This is an optimization exercise on Yosys and OpenROAD, whose aim is small area and a short achievable clock period, not a production implementation.
The RTL was checked by simulation tests, not by an equivalence proof against the original design.

==> flow/design.v, too long to show whole: its modules and the start of the top module <==
// module band_scale: 490 lines
// module eq_mix: 1989 lines
module eq_mix( lft_out, rht_out,
	       POT_LP, POT_B1, POT_B2, POT_B3, POT_HP, VOLUME,
	       lft_LP, rht_LP, lft_B1, rht_B1, lft_B2, rht_B2,
	       lft_B3, rht_B3, lft_HP, rht_HP, clk );
  // ...
==> flow/flow/run.sh <==
#!/bin/bash
# Standard ORFS layout, with one step added after synthesis: flow/polarity.py
# complements full adders (FA(~a,~b,~c) = ~FA(a,b,c)) to remove inverters that
# synthesis leaves around them, and folds inverters into the gates next to them.
# Registers and the rest of the flow are untouched.
set -euo pipefail
R=orfs/results/${FLOW_PLATFORM}/eq_mix/base
bash standard.sh synth > synth.log 2>&1
cp $R/1_2_yosys.v $R/1_2_yosys.standard.v
python3 flow/polarity.py $R/1_2_yosys.standard.v $R/1_2_yosys.pol.v > polarity.log 2>&1
mv $R/1_2_yosys.pol.v $R/1_2_yosys.v
rm -f $R/1_synth.odb $R/1_synth.sdc
# port buffers: a plain buf_2 instead of the delay buffer buffer_ports picks by default
bash standard.sh finish "BUFFER_PORTS_ARGS=-buffer_cell sky130_fd_sc_hd__buf_2" > layout.log 2>&1
==> flow/flow/polarity.py <==
#!/usr/bin/env python3
"""Remove inverters around full adders in a mapped sky130hd netlist.

A full adder is self-dual: FA(~a, ~b, ~c) = (~sum, ~cout).  Synthesis leaves many
inverters between full adders and between full adders and the logic around them.
This script chooses, for each full adder, whether to complement all of its pins,
so that as few inverters as possible are needed, and rewrites the netlist.  The
logic function of every net that is not internal to this rewrite is unchanged.

usage: polarity.py IN.v OUT.v
"""
import re
import sys
from collections import defaultdict

INV_RE = re.compile(r'^sky130_fd_sc_hd__(clk)?inv_\d+$')
FA_RE = re.compile(r'^sky130_fd_sc_hd__fa_\d+$')
OUT_PINS = {'X', 'Y', 'Q', 'Q_N', 'SUM', 'COUT', 'HI', 'LO'}

src = open(sys.argv[1]).read()

inst_re = re.compile(r'^  (sky130_fd_sc_hd__\w+) (\\\S+ |\S+) ?\((.*?)\n  \);\n', re.S | re.M)
pin_re = re.compile(r'\.(\w+)\((.*?)\)(?:,|\s*$)', re.M)

cells = []          # [type, name, {pin: net}]
spans = []
for m in inst_re.finditer(src):
    pins = {}
    for pm in pin_re.finditer(m.group(3)):
        pins[pm.group(1)] = pm.group(2).strip()
    cells.append([m.group(1), m.group(2), pins])
    spans.append((m.start(), m.end()))

header = src[:spans[0][0]]
assert 'sky130_fd_sc_hd__' not in header.split('*/', 1)[-1], 'unparsed cell before the first one'
footer = src[spans[-1][1]:]
between = [src[spans[i][1]:spans[i + 1][0]] for i in range(len(spans) - 1)]
assert all(b.strip() == '' for b in between), 'unexpected text between cells'

# ports
port_nets = set()
for m in re.finditer(r'^\s*(input|output|inout)\s+(\[\d+:\d+\]\s+)?(\S+?)\s*;', header, re.M):
    name = m.group(3)
    if m.group(2):
        hi, lo = map(int, re.findall(r'\d+', m.group(2)))
        for i in range(min(hi, lo), max(hi, lo) + 1):
            port_nets.add(f'{name}[{i}]')
    else:
        port_nets.add(name)

driver = {}
loads = defaultdict(list)   # net -> [(cell index, pin)]
for ci, (typ, name, pins) in enumerate(cells):
    for p, n in pins.items():
        if p in OUT_PINS:
            driver[n] = (ci, p)
        else:
            loads[n].append((ci, p))

is_inv = [bool(INV_RE.match(c[0])) for c in cells]
is_fa = [bool(FA_RE.match(c[0])) for c in cells]


def base_of(net):
    """(base net, polarity): net == base ^ polarity, following inverter chains."""
    pol = 0
    seen = 0
    while net in driver and is_inv[driver[net][0]] and seen < 10:
        net = cells[driver[net][0]][2]['A']
        pol ^= 1
        seen += 1
    return net, pol


# inverters whose output is a port keep their output net; treat them as ordinary cells
fixed_inv = set()
for ci in range(len(cells)):
    if is_inv[ci] and cells[ci][2]['Y'] in port_nets:
        fixed_inv.add(ci)
        is_inv[ci] = False

# loads of every base signal: (cell, pin, polarity of the original connection)
base_loads = defaultdict(list)
for ci, (typ, name, pins) in enumerate(cells):
    if is_inv[ci]:
        continue
    for p, n in pins.items():
        if p in OUT_PINS:
            continue
        b, pol = base_of(n)
        base_loads[b].append((ci, p, pol))

# a base net that is a port, or driven by a fa output that is a port, stays as it is
locked = [False] * len(cells)
for n in port_nets:
    if n in driver and is_fa[driver[n][0]]:
        locked[driver[n][0]] = True

flip = [0] * len(cells)


def native(b):
    """Polarity of the physical driver output of base b relative to its original value."""
    if b in driver and is_fa[driver[b][0]]:
        return flip[driver[b][0]]
    return 0


def cost(b):
    nat = native(b)
    for ci, p, pol in base_loads[b]:
        req = pol ^ (flip[ci] if is_fa[ci] else 0)
        if req != nat:
            return 1
    return 0


def touched(ci):
    out = set()
    for p, n in cells[ci][2].items():
        if p in OUT_PINS:
            out.add(n)
        else:
            out.add(base_of(n)[0])
    return out


fa_list = [ci for ci in range(len(cells)) if is_fa[ci] and not locked[ci]]
before = sum(cost(b) for b in list(base_loads))
for it in range(30):
    changed = 0
    for ci in fa_list:
        bs = touched(ci)
        c0 = sum(cost(b) for b in bs)
        flip[ci] ^= 1
        c1 = sum(cost(b) for b in bs)
        if c1 < c0:
            changed += 1
        else:
            flip[ci] ^= 1
    if not changed:
        break
after = sum(cost(b) for b in list(base_loads))

# rewrite
new_cells = []
inv_of = {}
k = 0
extra_wires = []


def inverted(net):
    global k
    if net not in inv_of:
        k += 1
        out = f'_pol{k}_'
        extra_wires.append(out)
        new_cells.append(['sky130_fd_sc_hd__inv_1', f'_polinv{k}_', {'A': net, 'Y': out}])
        inv_of[net] = out
    return inv_of[net]


for ci, (typ, name, pins) in enumerate(cells):
    if is_inv[ci]:
        continue
    newpins = {}
    for p, n in pins.items():
        if p in OUT_PINS:
            newpins[p] = n
            continue
        b, pol = base_of(n)
        req = pol ^ (flip[ci] if is_fa[ci] else 0)
        newpins[p] = b if req == native(b) else inverted(b)
    new_cells.append([typ, name, newpins])

# a half adder whose two inputs both come through inverters: a^b == ~a^~b and
# a&b == ~(~a|~b), so use xor2 and nor2 on the inverters' inputs instead
inv_in = {}
for typ, name, pins in new_cells:
    if INV_RE.match(typ):
        inv_in[pins['Y']] = pins['A']
ha_swapped = 0
extra = []
for i, (typ, name, pins) in enumerate(new_cells):
    if typ != 'sky130_fd_sc_hd__ha_1':
        continue
    a, b = pins['A'], pins['B']
    if a in inv_in and b in inv_in and a not in port_nets and b not in port_nets:
        na, nb = inv_in[a], inv_in[b]
        new_cells[i] = ['sky130_fd_sc_hd__xor2_1', name, {'A': na, 'B': nb, 'X': pins['SUM']}]
        if 'COUT' in pins:
            cname = name.rstrip() + '_n' + (' ' if name.endswith(' ') else '')
            extra.append(['sky130_fd_sc_hd__nor2_1', cname, {'A': na, 'B': nb, 'Y': pins['COUT']}])
        ha_swapped += 1
new_cells += extra
# drop inverters left without loads
used = defaultdict(int)
for typ, name, pins in new_cells:
    for p, n in pins.items():
        if p not in OUT_PINS:
            used[n] += 1
new_cells = [c for c in new_cells if not (INV_RE.match(c[0]) and used[c[2]['Y']] == 0 and c[2]['Y'] not in port_nets)]

# absorb an inverter into the gate driving it when the inverter is that gate's only load
TWIN = {
    'nand2_1': 'and2_1', 'nor2_1': 'or2_1', 'a21oi_1': 'a21o_1', 'o21ai_0': 'o21a_1',
    'o21ai_1': 'o21a_1', 'o221ai_1': 'o221a_1', 'xnor2_1': 'xor2_1', 'xor2_1': 'xnor2_1',
    'a221oi_1': 'a221o_1', 'nand3_1': 'and3_1', 'o22ai_1': 'o22a_1', 'a31oi_1': 'a31o_1',
    'o211ai_1': 'o211a_1', 'o21bai_1': 'o21ba_1', 'nand4_1': 'and4_1', 'a22oi_1': 'a22o_1',
    'nor3_1': 'or3_1', 'a211oi_1': 'a211o_1', 'a21boi_0': 'a21bo_1', 'nand2b_1': 'and2b_1',
    'nor2b_1': 'or2b_1',
}
P = 'sky130_fd_sc_hd__'
nload = defaultdict(int)
drv_i = {}
for i, (typ, name, pins) in enumerate(new_cells):
    for p, n in pins.items():
        if p in OUT_PINS:
            drv_i[n] = i
        else:
            nload[n] += 1
dead = set()
modified = set()
absorbed = 0
for i, (typ, name, pins) in enumerate(new_cells):
    if not INV_RE.match(typ):
        continue
    a, y = pins['A'], pins['Y']
    if a not in drv_i or nload[a] != 1 or a in port_nets:
        continue
    j = drv_i[a]
    if j in dead or j in modified:
        continue
    modified.add(j)
    dt, dn, dp = new_cells[j]
    short = dt[len(P):]
    if short in TWIN:
        outp = 'Y' if 'Y' in dp else 'X'
        # output pin of the twin: X for the non-inverting ones, Y for xnor2
        twin = TWIN[short]
        np = {p: n for p, n in dp.items() if p != outp}
        np['Y' if twin == 'xnor2_1' else 'X'] = y
        new_cells[j] = [P + twin, dn, np]
        dead.add(i)
        absorbed += 1
    elif short == 'ha_1':
        if dp.get('SUM') == a:
            g1 = [P + 'xnor2_1', dn, {'A': dp['A'], 'B': dp['B'], 'Y': y}]
            g2 = [P + 'and2_1', dn.rstrip() + '_c' + (' ' if dn.endswith(' ') else ''), {'A': dp['A'], 'B': dp['B'], 'X': dp['COUT']}]
        else:
            g1 = [P + 'xor2_1', dn, {'A': dp['A'], 'B': dp['B'], 'X': dp['SUM']}]
            g2 = [P + 'nand2_1', dn.rstrip() + '_c' + (' ' if dn.endswith(' ') else ''), {'A': dp['A'], 'B': dp['B'], 'Y': y}]
        new_cells[j] = g1
        new_cells.append(g2)
        dead.add(i)
        absorbed += 1
new_cells = [c for i, c in enumerate(new_cells) if i not in dead]

# a removed inverter's output net may still be a port: make sure every port is driven
drv_new = {}
for typ, name, pins in new_cells:
    for p, n in pins.items():
        if p in OUT_PINS:
            drv_new[n] = name
for n in port_nets:
    if n in driver and n not in drv_new:
        raise SystemExit(f'port {n} lost its driver')


def fmt(n):
    return n + ' ' if n.startswith('\\') else n


out = [header]
for typ, name, pins in new_cells:
    items = list(pins.items())
    body = ',\n'.join(f'    .{p}({fmt(n)})' for p, n in items)
    out.append(f'  {typ} {name}{"" if name.endswith(" ") else " "}(\n{body}\n  );\n')
out.append(footer)
text = ''.join(out)
decl = ''.join(f'  wire {w};\n' for w in extra_wires)
# put the new wire declarations before the first cell
first = text.index('  sky130_fd_sc_hd__')
text = text[:first] + decl + text[first:]
open(sys.argv[2], 'w').write(text)
n_inv_before = sum(1 for c in cells if INV_RE.match(c[0]))
n_inv_after = sum(1 for c in new_cells if INV_RE.match(c[0]))
print(f'polarity: {sum(flip)} of {len(fa_list)} full adders complemented; '
      f'inverters {n_inv_before} -> {n_inv_after} (bases needing one {before} -> {after}); '
      f'{absorbed} absorbed into the gate driving them; {ha_swapped} half adders fed by inverters '
      'rebuilt as xor2+nor2')
==> flow/standard.sh <==
#!/bin/bash
# synth_recipe.tcl (not shown) runs the flow's synth.tcl, then flattens the netlist and writes it again
# the make line also repeats each setting of config.mk as NAME=value (left out here)
make -C /OpenROAD-flow-scripts/flow DESIGN_CONFIG=/design/flow/config.mk WORK_HOME=/design/flow/orfs CLKGATE_MAP_FILE= SYNTH_SCRIPT=/design/flow/synth_recipe.tcl "${@:-finish}"
==> flow/config.mk <==
export PLATFORM = sky130hd
export DESIGN_NAME = eq_mix
export DESIGN_NICKNAME = eq_mix
export VERILOG_FILES = /design/flow/design.v
export SDC_FILE = /design/flow/constraint.sdc
export NUM_CORES = 4
export LEC_CHECK = 0
export ABC_AREA = 1
export CAP_MARGIN = 20
export CORE_MARGIN = 2
export CORE_UTILIZATION = 45
export PLACE_DENSITY = 0.6
export SETUP_SLACK_MARGIN = 2.8
export SLEW_MARGIN = 20
==> flow/constraint.sdc <==
create_clock -name core_clock -period 12.0 [get_ports {clk}]
set_input_delay 2.4000 -clock core_clock [delete_from_list [all_inputs] [get_ports {clk}]]
set_output_delay 2.4000 -clock core_clock [all_outputs]
set_load 0.01 [all_outputs]
==> key figures, run 1 <==
Clock network
  – CTS Buf Count: 17
  – Post-cts gate resize count: 105
  – Worst skew pair latency: 0.55 ns
  – Root buffer cell: clkbuf_16
  – CTS Buffer Depth: 2

Cells and area
  – Comb_multi_in: 6813
  – Data buffer area share: 4.30%
  – Most frequent cells in the layout: nand2_1, fa_1, inv_1
  – Seq cells: 132
  – Ratio of cells with drive above 1 in the final layout: 11.9%
  – Biggest Area Class: multi-input gates
  – Ant. Diodes: 5
  – Area Growth Syn to Fin: 9.41%

Worst setup path
  – Critical R2R Capture: rht_sb[6]$_DFF_P_
  – Sum of buffers and inverters on the critical path: 4
  – Max Fanout on Critical Path: 11
  – R2R depth: 31
  – Critical path's top delay family: adder cells

Routing
  – Final wirelength: 230 mm
  – Met3 Wirelength: 21.7 mm
  – DRT iter0 DRCs: 6975
  – First drt pass iteration count: 8

Timing
  – Hold Slack: 1.43 ns
  – Slew margin rel.: 22.9%
  – Slack of the critical path: 2.81 ns

Global routing
  – Met3 Use GR: 5.34%
  – Total GRT Usage: 31.9%

Synthesis
  – YS warnings: 1
  – Net count after synthesis: 9923

Die
  – Std-Cell Rows: roughly 140
  – Die H: around 380 um

Place
  – GPL Wtd Cong: 0.965

Status
  – Outcome: complete, no violations
==> run 2: changes to the inputs <==
--- a/flow/config.mk
+++ b/flow/config.mk
@@ -10,5 +10,5 @@
 export CORE_MARGIN = 2
 export CORE_UTILIZATION = 45
 export PLACE_DENSITY = 0.6
-export SETUP_SLACK_MARGIN = 2.8
+export SETUP_SLACK_MARGIN = 3.2
 export SLEW_MARGIN = 20
==> run 2 against run 1 <==
Register-to-register slack better by 0.32 ns. Final cell count up 0.55%. Sequential cell count unchanged. Largest cell class unchanged. Routed wire length up 0.52%. Die area unchanged. Still clean on timing, DRC and antenna. Via count up 0.66%.
==> key figures, run 2 <==
Synthesis
  – Synth Cell Area: 62000 um^2
  – Net count after synthesis: 9923 (unchanged)
  – Cells after Synth: 8245
  – Mapped Avg Cell Area: 7.53 um^2
  – YS warnings: 1 (unchanged)

Timing
  – Final Hold Fails: 0
  – Slew margin rel.: 23.9% (+1.0 points)
  – Final setup viols: 0
  – Clock skew: between 0.03 and 0.04 ns
  – Final setup TNS: 0 ns
  – Fin crit share: 75.3%
  – Slew Viols, Final: 0
  – Post-route minimum period: 9.04 ns
  – Worst Tran Pin Value: 1.14 ns
  – RSZ-0062 raised after global routing: true
  – FMAX: around 110 MHz

Worst setup path
  – Max Fanout on Critical Path: 17 (+6)
  – Kind of critical path: in2out
  – Critical R2R Capture: rht_sb[2]$_DFF_P_
  – Crit path DAT: 6.64 ns
  – Critical-path top delay cell: fa_1
  – Flop-to-flop setup slack: 3.56 ns
  – Worst r2r src: G_B1[2]$_DFF_P_
  – CP dominant cell by count: fa_1
  – CP endpoint kind: primary output
  – Startpoint types: input pin
  – Critical Path RT: between 9 and 10 ns
  – CP Cell Sequence: buf_2, inv_1, nor2_1, buf_4, clkinvlp_4, buf_4, o22ai_1, a21oi_1, fa_1, fa_1, fa_1, xor2_2, nand2_2, nor2_4, inv_1, o21ai_0, a211oi_1, nand2_1, xor2_1, buf_2
  – R2R depth: 32 (+3.2%)
  – Crit-path max cell delay: 0.61 ns

Cells and area
  – NumNets Final: around 10000
  – Most common cell after layout, fill and taps aside: nand2_1
  – Most frequent cells in the layout: nand2_1, fa_1, inv_1
  – Layout fillers: 13400
  – Footprint of the multi-input gates: around 57000 um^2
  – Ratio of cells with drive above 1 in the final layout: 14.1% (+2.1 points)
  – Area Growth Syn to Fin: 11.2%
  – Sequential cell area: 2760 um^2

Worst hold path
  – Min-delay src: G_B3[11]$_DFF_P_
  – Hold EP: rht_sb[17]$_DFF_P_
  – Worst min-delay path category: reg2reg
  – Worst Hold Depth: 7

Die
  – Die area: 141000 um^2
  – Initial Utilization: 45.2%
  – Std-Cell Rows: 136 (unchanged)
  – Die width: 375 um
  – Core area: 137000 um^2
  – Die H: 375 um (unchanged)
  – I/O Pins: ~330

Routing
  – Vias: roughly 63000
  – DRT iter0 DRCs: 6950 (-0.36%)
  – DRC: 0
  – WL/cell: 22.7 um
  – Number of vias per cell: 6.24
  – Final wirelength: 232 mm (+0.52%)
  – Post-route ant nets: 0
  – First drt pass iteration count: 6 (-2)

Global routing
  – Total GRT Usage: 32.1% (+0.15 points)
  – Largest net degree at the start of global routing: 34
  – Overflow after GRT: 0
  – Vias in the first global route: 61800
  – First-pass GRT wire length: 358 mm
  – Initial antenna violation count: 6

Clock network
  – Clock Sinks: 132
  – CTS Buffer Depth: 2 (unchanged)
  – Worst-path clk slew: 0.08 ns
  – CTS Buf Count: 17 (unchanged)
  – H-Tree Depth: 4
  – Root buffer cell: clkbuf_16
  – TritonCTS clock tree: yes
  – Worst skew pair latency: 0.55 ns (about the same)

Place
  – Post-DP HPWL: 180 mm
  – GPL Wtd Cong: 0.956 (-0.88%)
  – Port Buffers: 264

Flow run
  – MaxCap Viol Count: 0

Status
  – Outcome: complete, no violations
==> run 2: changes by cell type in the layout (fill, tap and decap cells not counted), sizes merged <==
cell / previous run / this run
buf: 472 / 528
clkinvlp: 11 / 17
bufinv: 3 / 1
clkinv: 3 / 1
diode: 5 / 4
inv: 872 / 871
==> run 2: worst max path at each step <==
| stage | start | end | slack, ns | cells past startpoint |
|---|---|---|---|---|
| finish | VOLUME[9] | lft_out[12] | 2.96 | 20 |
| global route | lft_sa[8]$_DFF_P_ | lft_out[15] | 2.73 | 25 |
| CTS | rht_sa[3]$_DFF_P_ | rht_out[12] | 2.98 | 23 |
| detailed placement | VOLUME[4] | rht_out[15] | 2.48 | 19 |
| global placement | VOLUME[4] | rht_out[15] | 2.49 | 21 |
| floorplan | VOLUME[1] | lft_out[11] | 3.26 | 20 |
==> run 2: cell type report <==
cell class	instances	share of cell area, %
clock buffers	18	0.622
flip-flops and latches	132	4.00
well taps	1794	3.25
repair inverters	4	0.0435
clock inverters	14	0.234
diodes	4	0.0145
multi-input cells	6813	82.0
inverters	872	4.82
repair buffers	529	4.99
==> run 2: metrics by stage <==
stage | hold WS, ns | setup WS [ns] | instances | instance area (um^2) | utilization [%]
after CTS | 1.41 | 2.98 | 10100 | 67400 | 49.2
final | 1.40 | 2.96 | 10200 | 69000 | 50.3
after detailed placement | 1.37 | 2.48 | 10000 | 64900 | 47.3
after floorplan | 1.09 | 3.26 | 8245 | 62000 | -
after global placement | 1.38 | 2.49 | 10000 | 64900 | 47.3
after global routing | 1.49 | 2.73 | 10200 | 69000 | 50.3
==> run 2: what timing repair did <==
| action | CTS | global route |
|---|---|---|
| endpoints found under the setup margin | 89 | 95 |
| pin swaps | 136 | 183 |
| gates cloned | 4 | 0 |
| gates resized for setup | 317 | 303 |
| setup buffers | 81 | 57 |
| hold buffers | 0 | 0 |
==> run 2: layer usage <==
metal	GRT usage, %	routed length, um	vias to the layer above
met2	50.6	103000	3416
met1	44.3	98000	30700
met3	5.28	21600	588
met4	11.4	9320	2
met5	0	12	-
li1	-	-	28800
==> run 2: critical path: cells and delay by family <==
kind	cells	cell delay, ns
xor gates and xnor gates	2	0.50
and+or+nand+nor	4	0.48
AOI/OAI and AO/OA	4	0.53
buffers and inverters	7	1.13
adders and majority gates	3	1.60

[afterwards: timing with drivers on the ports]
Ports are ideal in the flow. The routed layouts listed here were re-timed in OpenROAD.
Step 1 assumes that a clkbuf_16 drives the clock port and a buf_2 every other input.
Step 2 moves the port delays by t, midway between the first and last clock arrival at a register: inputs arrive t later, outputs are due t later. That takes back most of the time a late clock gives input paths.
Three values: ideal ports, drivers, drivers and shift; two values: the first two.
run | t, ns | setup WS [ns] | worst setup path after step 2 | worst data-port slew with drivers (ns) | pins driven straight from the clock port
run 1 | 0.601 | 2.812 / 2.785 / 2.641 | input to register | 0.14 | 1
run 2 | 0.593 | 2.960 / 2.901 / 2.908 | input to register | 0.14 | 1
After both steps setup and hold are still met in every run listed. For run 1, which loses most, drivers alone change the setup slack by -0.027 ns; drivers and shift together by -0.171 ns.
